What follows belongs to an exercise in optimizing a design on an open flow for small area, a short achievable clock period and few clock cycles; a production flow would make more cautious choices.
Function was checked by simulation only, so behaviour that the tests miss may differ from the original.

Design top, start of the top module:
module top(
    input   logic           clk,
    input   logic           rst,
    output  logic [31:0]    imem_addr,
    input   logic [31:0]    imem_rdata,
    output  logic           dmem_req,
    output  logic [31:0]    dmem_addr,
    input   logic [31:0]    dmem_rdata,
    input   logic           dmem_ready,
    output  logic           dmem_we,
    output  logic [31:0]    dmem_waddr,
    output  logic [31:0]    dmem_wdata,
    output  logic [31:0]    a0
);
localparam logic [23:0] DREGION = 24'h000100;
function automatic logic [32:0] add32(input logic [31:0] a, input logic [31:0] b, input logic ci);
    logic [31:0] g, p, gg, pp;
    g = a & b;
    p = a ^ b;
    gg = g;
    pp = p;
    gg[0] = g[0] | (p[0] & ci);
    for (int d = 1; d < 32; d = d * 2)
        for (int i = 31; i >= d; i--) begin
            gg[i] = gg[i] | (pp[i] & gg[i - d]);
            pp[i] = pp[i] & pp[i - d];
        end
    add32 = {gg[31], p ^ {gg[30:0], ci}};
endfunction
logic        stallM;             
logic        stallD;             
logic        redirE;             
logic [31:0] tgtE;
logic        redirD;             
logic [31:0] tgtD;
logic [31:0] pcF;
wire  [31:0] pcSeq = stallD ? pcF : redirD ? tgtD : pcF + 32'd4;
always_ff @(posedge clk or posedge rst)
    if (rst)
        pcF <= '0;
    else if (!stallM)
        pcF <= redirE ? tgtE : pcSeq;
assign imem_addr = pcF;
logic        vD;
logic [31:0] instrD;
always_ff @(posedge clk or posedge rst)
    if (rst)
        vD <= 1'b0;
    else if (!stallM) begin
        if (redirE || redirD) vD <= 1'b0;
        else if (!stallD)     vD <= 1'b1;
    end
always_ff @(posedge clk)
    if (!stallM && !stallD) begin
        instrD <= imem_rdata;
    end
  ...
Settings: LEC_CHECK=0, CAP_MARGIN=20, CORE_MARGIN=2, CORE_UTILIZATION=40, CTS_BUF_LIST=sky130_fd_sc_hd__clkbuf_8, PLACE_DENSITY=0.6, SLEW_MARGIN=20; clock period 10.0 ns.
standard.sh (not shown) runs the stock make flow with config.mk's settings and CLKGATE_MAP_FILE= SYNTH_SCRIPT=/design/flow/synth_recipe.tcl, a recipe that flattens the netlist after the stock synthesis.
==> flow/flow/run.sh <==
#!/bin/bash
set -euo pipefail
bash standard.sh SETUP_SLACK_MARGIN=6 "BUFFER_PORTS_ARGS=-buffer_cell sky130_fd_sc_hd__buf_4" finish > standard.log 2>&1
Testbench counts at the start, summed over its fixed seeds: cycles 73,124.
Next try:
==> flow/flow/run.sh (replaced) <==
#!/bin/bash
set -euo pipefail
bash standard.sh SETUP_SLACK_MARGIN=5.5 "BUFFER_PORTS_ARGS=-buffer_cell sky130_fd_sc_hd__buf_4" finish > standard.log 2>&1
CTS_BUF_LIST = default   (was sky130_fd_sc_hd__clkbuf_8)
=> Clock-buffer cell count went down by 90; synthesized cell count is unchanged; design area falls by 3.7%; final cell count went down by 3.8%; first-iteration DRC count falls by 1.3%; sequential share of layout area climbs by 1.9 points; worst hold slack gains 30 ps; worst setup slack gets worse by 83 ps; synthesized area stays the same.

========
Another version of the RTL of top (not shown whole).
Size in the first run: about 230 I/O pins.
// top
module top(
    input   logic           clk,
    input   logic           rst,
    output  logic [31:0]    imem_addr,
    input   logic [31:0]    imem_rdata,
    output  logic           dmem_req,
    output  logic [31:0]    dmem_addr,
    input   logic [31:0]    dmem_rdata,
    input   logic           dmem_ready,
    output  logic           dmem_we,
    output  logic [31:0]    dmem_waddr,
    output  logic [31:0]    dmem_wdata,
    output  logic [31:0]    a0
);
export LEC_CHECK = 0
export CAP_MARGIN = 20
export CORE_MARGIN = 2
export CORE_UTILIZATION = 40
export PLACE_DENSITY = 0.6
export SLEW_MARGIN = 20
create_clock -name core_clock -period 10.0 [get_ports {clk}]
==> flow/flow/run.sh <==
#!/bin/bash
set -euo pipefail
bash standard.sh SETUP_SLACK_MARGIN=6.2 TNS_END_PERCENT=5 finish > standard.log 2>&1
The first run completed without violations.
Testbench counts at the start, summed over its fixed seeds: cycles 73,124.
Edit:
==> flow/flow/run.sh (replaced) <==
#!/bin/bash
set -euo pipefail
bash standard.sh SETUP_SLACK_MARGIN=5.5 "BUFFER_PORTS_ARGS=-buffer_cell sky130_fd_sc_hd__buf_4" finish > standard.log 2>&1
The changed run finished clean.
Global-route usage falls by 1.2 points.
Worst setup slack loses 100 ps.
Die area is unchanged.
Sequential share of layout area came out higher by 2.7 points.
Sequential cell count is unchanged.
Clock-buffer cell count goes down by 9.
Final area falls by 5.6%.
Wire length drops by 7.0%.
Via count came out lower by 3.4%.
Edit:
==> flow/flow/run.sh (replaced) <==
#!/bin/bash
set -euo pipefail
bash standard.sh SETUP_SLACK_MARGIN=6 finish > standard.log 2>&1
Non-clock buffer count is higher by 155.
Maximum frequency is higher by 1.4%.
Setup slack improved by 64 ps.

========
top again, from the RTL that the note above started with.
Settings: LEC_CHECK=0, CAP_MARGIN=20, CORE_MARGIN=2, CORE_UTILIZATION=40, PLACE_DENSITY=0.6, SLEW_MARGIN=20; clock period 10.0 ns.
==> flow/flow/run.sh <==
#!/bin/bash
set -euo pipefail
bash standard.sh SETUP_SLACK_MARGIN=5.5 finish > standard.log 2>&1
The starting point completed without violations.
Testbench counts at the start, summed over its fixed seeds: cycles 73,124.
Rerun with:
==> flow/flow/run.sh (replaced) <==
#!/bin/bash
set -euo pipefail
bash standard.sh SETUP_SLACK_MARGIN=6 "BUFFER_PORTS_ARGS=-buffer_cell sky130_fd_sc_hd__buf_4" finish > standard.log 2>&1
Result: Clock-buffer cell count rose by 19; cell area rose by 2.7%; core utilization rose by 1.3 points; global-route usage rose by 1.2 points; cell count rose by 1.8%.

## separate check: timing with driven ports
The results above use ideal ports. As a check the final layouts listed here were re-extracted and re-timed, cells and wires unchanged. Step 1 assumes that a clkbuf_16 drives the clock port and a buf_2 every other input. Step 2, shift: input delay + t, output delay - t, t = (earliest + latest rising clock arrival at the registers) / 2. This alone moves slack from input paths to output paths. Three values: ideal ports, drivers, drivers and shift; two values: the first two.
| run | t, ns | setup slack, ns | hold slack, ns | slew at the worst register clock pin (ns) | worst data-port slew with drivers (ns) |
|---|---|---|---|---|---|
| the first run of note 1 | 1.156 | 5.437 / 5.437 / 4.656 | 0.417 / 0.417 / 0.417 | 0.09 / 0.09 | 0.07 |
| the second run of note 1 | 0.942 | 5.354 / 5.354 / 4.513 | 0.447 / 0.447 / 0.447 | 0.07 / 0.07 | 0.07 |
| the first run of note 2 | 0.943 | 5.494 / 5.494 / 4.833 | 0.464 / 0.464 / 0.464 | 0.07 / 0.07 | 0.05 |
| the second run of note 2 | 0.919 | 5.392 / 5.392 / 4.758 | 0.463 / 0.463 / 0.463 | 0.07 / 0.07 | 0.06 |
| the third run of note 2 | 0.916 | 5.456 / 5.456 / 4.910 | 0.467 / 0.467 / 0.467 | 0.07 / 0.07 | 0.05 |
| the first run of note 3 | 0.930 | 5.428 / 5.428 / 4.631 | 0.466 / 0.466 / 0.466 | 0.08 / 0.08 | 0.05 |
| the second run of note 3 | 0.928 | 5.535 / 5.535 / 5.110 | 0.470 / 0.470 / 0.470 | 0.07 / 0.07 | 0.05 |
After both steps every run listed still meets setup and hold. For the second run of note 1, which loses most, drivers alone change the setup slack by 0.000 ns; drivers and shift together by -0.841 ns.
